Context: an optimization exercise on an open-source flow, tuned for small area and a short achievable clock period. The choices shown serve that exercise and are no tape-out recipe.
The RTL was checked by simulation tests, not by an equivalence proof against the original design.

// processor
module processor(clk, rst, i_dataValid, i_packet, o_answer);
clock: 42.0 ns
lec_check: 0
cap_margin: 20
core_margin: 2
core_utilization: 60
slew_margin: 20
synth_hierarchical: 1
standard.sh (not shown) runs the stock make flow with config.mk's settings and CLKGATE_MAP_FILE= SYNTH_SCRIPT=/design/flow/synth_recipe.tcl, a recipe that flattens the netlist after the stock synthesis.
==> flow/flow/run.sh <==
#!/bin/bash
# Standard layout, with plain buf_1 cells as the buffers that every input and output port gets,
# and timing repair asked to keep 27 ns of setup slack (a 15 ns path) so that the resizer
# buffers and sizes the critical path instead of leaving minimum-size gates on it.
set -euo pipefail
export BUFFER_PORTS_ARGS="-buffer_cell sky130_fd_sc_hd__buf_1"
export SETUP_SLACK_MARGIN=27
bash standard.sh > standard.log 2>&1
The starting point passed the timing, design-rule and antenna checks.
Next try:
--- a/flow/flow/run.sh
+++ b/flow/flow/run.sh
@@ -3 +3 @@
-# and timing repair asked to keep 27 ns of setup slack (a 15 ns path) so that the resizer
+# and timing repair asked to keep 26 ns of setup slack (a 16 ns path) so that the resizer
@@ -7 +7 @@
-export SETUP_SLACK_MARGIN=27
+export SETUP_SLACK_MARGIN=26
Effect: Register-to-register slack got worse by 0.60 ns; worst setup slack is worse by 0.69 ns.
Next try:
--- a/flow/flow/run.sh
+++ b/flow/flow/run.sh
@@ -3 +3 @@
-# and timing repair asked to keep 26 ns of setup slack (a 16 ns path) so that the resizer
+# and timing repair asked to keep 26.5 ns of setup slack (a 15.5 ns path) so that the resizer
@@ -7 +7 @@
-export SETUP_SLACK_MARGIN=26
+export SETUP_SLACK_MARGIN=26.5
Outcome: Setup slack gains 0.36 ns; non-clock buffer count rises by 14; utilization rises by 2.9 points; via count rises by 2.8%; maximum frequency rises by about 2.4%; sequential share of layout area falls by 0.50 points.

* * *

before:
Another version of the RTL of processor (not shown whole).
For scale: about 640 cells after synthesis, roughly 7000 um2 of cells after synthesis.
clock: 42.0 ns
lec_check: 0
cap_margin: 20
core_margin: 2
core_utilization: 60
slew_margin: 20
synth_hierarchical: 1
==> flow/flow/run.sh <==
#!/bin/bash
# Standard layout, with plain buf_1 cells as the buffers that every input and output port gets,
# and timing repair asked to keep 26 ns of setup slack (a 16 ns path) so that the resizer
# buffers and sizes the critical path instead of leaving minimum-size gates on it.
set -euo pipefail
export BUFFER_PORTS_ARGS="-buffer_cell sky130_fd_sc_hd__buf_1"
export SETUP_SLACK_MARGIN=26
bash standard.sh > standard.log 2>&1
before: PASS, flow complete, no timing, DRC or antenna violations
The inputs of after differ from those of before as listed below.
==> flow/flow/run.sh <==
#!/bin/bash
# Standard layout, with plain buf_1 cells (instead of the default delay buffers) as the
# buffers that every input and output port gets.
set -euo pipefail
export BUFFER_PORTS_ARGS="-buffer_cell sky130_fd_sc_hd__buf_1"
bash standard.sh > standard.log 2>&1
==> run summary <==
[compare] base=before new=after: sequential share of layout area barely changed; worst reg-to-reg path cell count decreased about 3.4%; setup slack dropped 0.60 ns.
| global-route met1 utilization | before vs after | ≈ equal |
Looking at after and before, the worst clock skew is a wash.
The worst hold slack on before is in line with that on after.

* * *

## job 5458
Starting RTL as in the previous note.
## processor
module processor(clk, rst, i_dataValid, i_packet, o_answer);
export LEC_CHECK = 0
export CAP_MARGIN = 20
export CORE_MARGIN = 2
export CORE_UTILIZATION = 60
export SLEW_MARGIN = 20
export SYNTH_HIERARCHICAL = 1
create_clock -name core_clock -period 42.0 [get_ports {clk}]
==> flow/flow/run.sh <==
#!/bin/bash
# Standard layout, with plain buf_1 cells as the buffers that every input and output port gets,
# and timing repair asked to keep 29 ns of setup slack (a 13 ns path) so that the resizer
# buffers and sizes the critical path instead of leaving minimum-size gates on it.
set -euo pipefail
export BUFFER_PORTS_ARGS="-buffer_cell sky130_fd_sc_hd__buf_1"
export SETUP_SLACK_MARGIN=29
bash standard.sh > standard.log 2>&1
Job 5458: PASS, flow complete, no timing, DRC or antenna violations
Here is what was changed in the inputs of job 2653 compared with job 5458.
# job 5458
export LEC_CHECK = 0
export CAP_MARGIN = 20
export CORE_MARGIN = 2
export CORE_UTILIZATION = 60
export SLEW_MARGIN = 20
export SYNTH_HIERARCHICAL = 1
create_clock -name core_clock -period 42.0 [get_ports {clk}]
# job 2653
export LEC_CHECK = 0
export CAP_MARGIN = 20
export CORE_MARGIN = 2
export CORE_UTILIZATION = 75
export SLEW_MARGIN = 20
export SYNTH_HIERARCHICAL = 1
create_clock -name core_clock -period 42.0 [get_ports {clk}]
==> flow/flow/run.sh <==
#!/bin/bash
# Standard layout, with plain buf_1 cells as the buffers that every input and output port gets,
# and timing repair asked to keep 27 ns of setup slack (a 15 ns path) so that the resizer
# buffers and sizes the critical path instead of leaving minimum-size gates on it.
set -euo pipefail
export BUFFER_PORTS_ARGS="-buffer_cell sky130_fd_sc_hd__buf_1"
export SETUP_SLACK_MARGIN=27
bash standard.sh > standard.log 2>&1
==> comparison <==
Job 2653: time the worst path needs with I/O delays and setup is 0.47 ns higher than what job 5458 reported. Share of layout cells above drive strength 1 (higher): job 5458. Job 2653: final net count is 52 lower than what job 5458 reported.
## Diff of input files: job 3560 against job 2653
# job 2653
export LEC_CHECK = 0
export CAP_MARGIN = 20
export CORE_MARGIN = 2
export CORE_UTILIZATION = 75
export SLEW_MARGIN = 20
export SYNTH_HIERARCHICAL = 1
create_clock -name core_clock -period 42.0 [get_ports {clk}]
# job 3560
export LEC_CHECK = 0
export CAP_MARGIN = 20
export CORE_MARGIN = 2
export CORE_UTILIZATION = 60
export SLEW_MARGIN = 20
export SYNTH_HIERARCHICAL = 1
create_clock -name core_clock -period 42.0 [get_ports {clk}]
==> flow/flow/run.sh <==
#!/bin/bash
# Standard layout, with plain buf_1 cells as the buffers that every input and output port gets,
# and timing repair asked to keep 25 ns of setup slack (a 17 ns path) so that the resizer
# buffers and sizes the critical path instead of leaving minimum-size gates on it.
set -euo pipefail
export BUFFER_PORTS_ARGS="-buffer_cell sky130_fd_sc_hd__buf_1"
export SETUP_SLACK_MARGIN=25
bash standard.sh > standard.log 2>&1
==> run summary <==
As far as number of clock buffers in the layout goes, job 3560 and job 2653 are indistinguishable; the numbers are identical.
Job 3560 vs job 2653 — number of nets in the final layout dropped by a few percent
Diff job 2653 and job 3560: area added between synthesis and finish lower in job 3560
Summary: with job 2653 as the reference, area of placed instances in job 3560 moved up slightly.
Per the comparison of job 3560 with job 2653, total of plain and repair buffers excluding clock buffers has decreased, first-pass GRT wire length has decreased.
Modified inputs, job 3684 compared to job 3560
==> flow/flow/run.sh <==
#!/bin/bash
# Standard layout, with plain buf_1 cells as the buffers that every input and output port gets,
# and timing repair asked to keep 27 ns of setup slack (a 15 ns path) so that the resizer
# buffers and sizes the critical path instead of leaving minimum-size gates on it.
set -euo pipefail
export BUFFER_PORTS_ARGS="-buffer_cell sky130_fd_sc_hd__buf_1"
export SETUP_SLACK_MARGIN=27
bash standard.sh > standard.log 2>&1
Results
First-pass detailed-route iteration total came out higher on job 3684 than on job 3560. Looking at job 3684 and job 3560, the buffer depth of the longest clock path is a wash. Relative to job 3560, the first-pass GRT wire length measured on job 3684 has increased slightly. For final worst clock skew, job 3684 and job 3560 come out practically identical. Hold slack: job 3560 vs job 3684, no meaningful difference.

* * *

processor with an RTL version that a note above also has.
Size: roughly 620 cells after synthesis, about 67 I/O pins.
==> flow/design.v (excerpt) <==
module processor(clk, rst, i_dataValid, i_packet, o_answer);
  input clk;
  input rst;
  input i_dataValid;
  input [31:0] i_packet;
  output reg [31:0] o_answer;
  reg [6:0] rf;
  reg f;
  wire dir = i_packet[31];
  wire [30:0] v;
  wire [3:0] g;
  gctl uc0 (.vld(i_dataValid), .rst(rst), .g(g[0]));
  gctl uc1 (.vld(i_dataValid), .rst(rst), .g(g[1]));
  gctl uc2 (.vld(i_dataValid), .rst(rst), .g(g[2]));
  gctl uc3 (.vld(i_dataValid), .rst(rst), .g(g[3]));
  gate8 ug0 (.d(i_packet[7:0]), .g(g[0]), .q(v[7:0]));
  gate8 ug1 (.d(i_packet[15:8]), .g(g[1]), .q(v[15:8]));
  gate8 ug2 (.d(i_packet[23:16]), .g(g[2]), .q(v[23:16]));
  gate8 ug3 (.d({1'b0, i_packet[30:24]}), .g(g[3]), .q({nc_unused, v[30:24]}));
  wire nc_unused;
  wire [31:0] a = o_answer & {32{~rst}};    
  wire [6:0] rneg = (rf == 7'd0) ? 7'd0 : 7'd100 - rf;
  wire [6:0] rin1 = f ? rf : rneg;        
  wire [6:0] rin0 = f ? rneg : rf;        
  ...
==> flow/config.mk <==
export PLATFORM = sky130hd
export DESIGN_NAME = processor
export DESIGN_NICKNAME = processor
export VERILOG_FILES = /design/flow/design.v
export SDC_FILE = /design/flow/constraint.sdc
export NUM_CORES = 4
export LEC_CHECK = 0
export CAP_MARGIN = 20
export CORE_MARGIN = 2
export CORE_UTILIZATION = 60
export SLEW_MARGIN = 20
export SYNTH_HIERARCHICAL = 1
==> flow/constraint.sdc <==
create_clock -name core_clock -period 42.0 [get_ports {clk}]
set_input_delay 8.4000 -clock core_clock [delete_from_list [all_inputs] [get_ports {clk}]]
set_output_delay 8.4000 -clock core_clock [all_outputs]
set_load 0.01 [all_outputs]
==> flow/flow/run.sh <==
#!/bin/bash
# Standard layout, with plain buf_1 cells as the buffers that every input and output port gets,
# and timing repair asked to keep 25.5 ns of setup slack (a 16.5 ns path) so that the resizer
# buffers and sizes the critical path instead of leaving minimum-size gates on it.
set -euo pipefail
export BUFFER_PORTS_ARGS="-buffer_cell sky130_fd_sc_hd__buf_1"
export SETUP_SLACK_MARGIN=25.5
bash standard.sh > standard.log 2>&1
Change:
==> flow/flow/run.sh (replaced) <==
#!/bin/bash
# Standard layout, with plain buf_1 cells (instead of the default delay buffers) as the
# buffers that every input and output port gets.
set -euo pipefail
export BUFFER_PORTS_ARGS="-buffer_cell sky130_fd_sc_hd__buf_1"
bash standard.sh > standard.log 2>&1
Clock skew does not change.
Count of clock-buffer cells in the layout stays the same.
Design area is unchanged.
Register-to-register slack stays flat.

* * *

processor, a different RTL version from the one above (not shown whole).
Size in the first run: about 67 I/O pins, about 6500 sq um of cells after synthesis.
Settings: LEC_CHECK=0, CAP_MARGIN=20, CORE_MARGIN=2, CORE_UTILIZATION=60, SLEW_MARGIN=20, SYNTH_HIERARCHICAL=1; clock period 42.0 ns.
==> flow/flow/run.sh <==
#!/bin/bash
# Standard layout, with plain buf_1 cells as the buffers that every input and output port gets,
# and timing repair asked to keep 26 ns of setup slack (a 16 ns path) so that the resizer
# buffers and sizes the critical path instead of leaving minimum-size gates on it.
set -euo pipefail
export BUFFER_PORTS_ARGS="-buffer_cell sky130_fd_sc_hd__buf_1"
export SETUP_SLACK_MARGIN=26
bash standard.sh > standard.log 2>&1
The starting point produced a clean layout.
Rerun with:
==> flow/flow/run.sh (replaced) <==
#!/bin/bash
# Standard layout, with plain buf_1 cells (instead of the default delay buffers) as the
# buffers that every input and output port gets.
set -euo pipefail
export BUFFER_PORTS_ARGS="-buffer_cell sky130_fd_sc_hd__buf_1"
bash standard.sh > standard.log 2>&1
- wire length is about the same
- non-clock buffer count went down by 2
- critical path depth went down by 1
- global-route usage hardly moves
- design area went down by 0.84%
- via count went up by 0.92%
- worst setup slack loses 830 ps
- final cell count barely changes
- core utilization went down by 0.57 points

* * *

JK:
processor, a different RTL version from the one above (not shown whole).
Size: about 0.0072 sq mm of cells after synthesis.
export LEC_CHECK = 0
export CAP_MARGIN = 20
export CORE_MARGIN = 2
export CORE_UTILIZATION = 60
export SLEW_MARGIN = 20
export SYNTH_HIERARCHICAL = 1
create_clock -name core_clock -period 42.0 [get_ports {clk}]
==> flow/flow/run.sh <==
#!/bin/bash
# Standard layout, with plain buf_1 cells as the buffers that every input and output port gets,
# and timing repair asked to keep 27 ns of setup slack (a 15 ns path) so that the resizer
# buffers and sizes the critical path instead of leaving minimum-size gates on it.
set -euo pipefail
export BUFFER_PORTS_ARGS="-buffer_cell sky130_fd_sc_hd__buf_1"
export SETUP_SLACK_MARGIN=27
bash standard.sh > standard.log 2>&1
Having completed the whole flow, JK delivered a layout that passed the timing, design-rule and antenna checks.
Changes in MS relative to JK:
==> flow/flow/run.sh <==
#!/bin/bash
# Standard layout, with plain buf_1 cells (instead of the default delay buffers) as the
# buffers that every input and output port gets.
set -euo pipefail
export BUFFER_PORTS_ARGS="-buffer_cell sky130_fd_sc_hd__buf_1"
bash standard.sh > standard.log 2>&1
==> comparison <==
Re smallest hold slack: MS is 0.031 ns up on JK. JK → MS: final design instance area without fill -280 sq um, final number of setup-violating endpoints was more or less identical.

* * *

Setup of birch:
Another version of the RTL of processor (not shown whole).
Size: roughly 630 cells after synthesis, ~67 I/O pins.
Settings: LEC_CHECK=0, CAP_MARGIN=20, CORE_MARGIN=2, CORE_UTILIZATION=60, SLEW_MARGIN=20, SYNTH_HIERARCHICAL=1; clock period 42.0 ns.
==> flow/flow/run.sh <==
#!/bin/bash
# Standard layout, with plain buf_1 cells as the buffers that every input and output port gets,
# and timing repair asked to keep 27 ns of setup slack (a 15 ns path) so that the resizer
# buffers and sizes the critical path instead of leaving minimum-size gates on it.
set -euo pipefail
export BUFFER_PORTS_ARGS="-buffer_cell sky130_fd_sc_hd__buf_1"
export SETUP_SLACK_MARGIN=27
bash standard.sh > standard.log 2>&1
--- input diff birch..oak ---
diff --git a/flow/flow/run.sh b/flow/flow/run.sh
--- a/flow/flow/run.sh
+++ b/flow/flow/run.sh
@@ -3 +3 @@
-# and timing repair asked to keep 27 ns of setup slack (a 15 ns path) so that the resizer
+# and timing repair asked to keep 26 ns of setup slack (a 16 ns path) so that the resizer
@@ -7 +7 @@
-export SETUP_SLACK_MARGIN=27
+export SETUP_SLACK_MARGIN=26
Findings:
- Count of vias placed by the detailed router: oak < birch
- birch -> oak: CTS clock-pin slew for the worst setup and hold paths flat
- Summary of oak over birch: design area shrank by about 8%, sequential share of layout area up 0.96 points, worst hold slack across all endpoints shrank by 0.030 ns.
- Routed wire length (oak vs. birch) decreases by a little under 10%

* * *

Another version of the RTL of processor (not shown whole).
For scale: ~720 cells after synthesis, about 40 flip-flops, roughly 67 I/O pins.
export LEC_CHECK = 0
export CAP_MARGIN = 20
export CORE_MARGIN = 2
export CORE_UTILIZATION = 60
export SLEW_MARGIN = 20
export SYNTH_HIERARCHICAL = 1
create_clock -name core_clock -period 42.0 [get_ports {clk}]
==> flow/flow/run.sh <==
#!/bin/bash
# Standard layout, with plain buf_1 cells as the buffers that every input and output port gets,
# and timing repair asked to keep 28 ns of setup slack (a 14 ns path) so that the resizer
# buffers and sizes the critical path instead of leaving minimum-size gates on it.
set -euo pipefail
export BUFFER_PORTS_ARGS="-buffer_cell sky130_fd_sc_hd__buf_1"
export SETUP_SLACK_MARGIN=28
bash standard.sh > standard.log 2>&1
Rerun with:
==> flow/run.sh (new file) <==
#!/bin/bash
# synth_recipe.tcl (not shown) runs the flow's synth.tcl, then flattens the netlist and writes it again
# the make line also repeats each setting of config.mk as NAME=value (left out here)
make -C /OpenROAD-flow-scripts/flow DESIGN_CONFIG=/design/flow/config.mk WORK_HOME=/design/flow/orfs CLKGATE_MAP_FILE= SYNTH_SCRIPT=/design/flow/synth_recipe.tcl finish
removed: flow/flow/run.sh
removed: flow/standard.sh
Outcome:
- The new run passed the timing, design-rule and antenna checks
- setup slack gets worse by 3100 ps
- non-clock buffer count fell by 67
- design area fell by 11%
- routed wire length fell by 18%

==> separate check: timing with driven ports <==
In the flow no input, the clock included, has a driving cell. The finished layouts below were timed again as built, in two steps. Step 1 (the two cells are an assumption about what drives the block):
set clk [get_ports {clk}]
set_driving_cell -lib_cell sky130_fd_sc_hd__clkbuf_16 $clk
set_driving_cell -lib_cell sky130_fd_sc_hd__buf_2 [delete_from_list [all_inputs] $clk]
Step 2 moves the port delays by t, midway between the first and last clock arrival at a register: inputs arrive t later, outputs are due t later. That takes back most of the time a late clock gives input paths. a / b / c = no drivers / after step 1 / after step 2; a / b = the first two.
| run | t (ns) | setup slack, ns | worst setup path at the end |
|---|---|---|---|
| the first run of note 1 | 0.343 | 27.076 / 27.068 / 26.726 | input to register |
| the second run of note 1 | 0.353 | 26.381 / 26.395 / 26.041 | input to register |
| the third run of note 1 | 0.353 | 26.745 / 26.758 / 26.405 | input to register |
| before | 0.338 | 26.454 / 26.473 / 26.135 | input to register |
| after | 0.338 | 25.854 / 25.876 / 25.538 | input to register |
| job 5458 | 0.333 | 27.513 / 27.515 / 27.183 | input to register |
| job 2653 | 0.339 | 27.046 / 27.062 / 26.723 | input to register |
| job 3560 | 0.338 | 25.854 / 25.876 / 25.538 | input to register |
| job 3684 | 0.339 | 27.155 / 27.179 / 26.840 | input to register |
| the first run of note 4 | 0.353 | 25.985 / 25.998 / 25.645 | input to register |
| the second run of note 4 | 0.353 | 25.985 / 25.998 / 25.645 | input to register |
| the first run of note 5 | 0.340 | 26.357 / 26.362 / 26.023 | input to register |
| the second run of note 5 | 0.340 | 25.525 / 25.538 / 25.198 | input to register |
| JK | 0.342 | 27.171 / 27.175 / 26.833 | input to register |
| MS | 0.349 | 26.409 / 26.426 / 26.077 | input to register |
| birch | 0.353 | 27.114 / 27.108 / 26.755 | input to register |
| oak | 0.363 | 26.430 / 26.444 / 26.080 | input to register |
| the first run of note 8 | 0.346 | 27.613 / 27.615 / 27.270 | input to register |
| the second run of note 8 | 0.340 | 24.548 / 24.568 / 24.229 | input to register |
After both steps every run listed still meets setup and hold. The setup slack of birch, which loses most, moves by -0.006 ns with the drivers and by -0.359 ns with both steps.
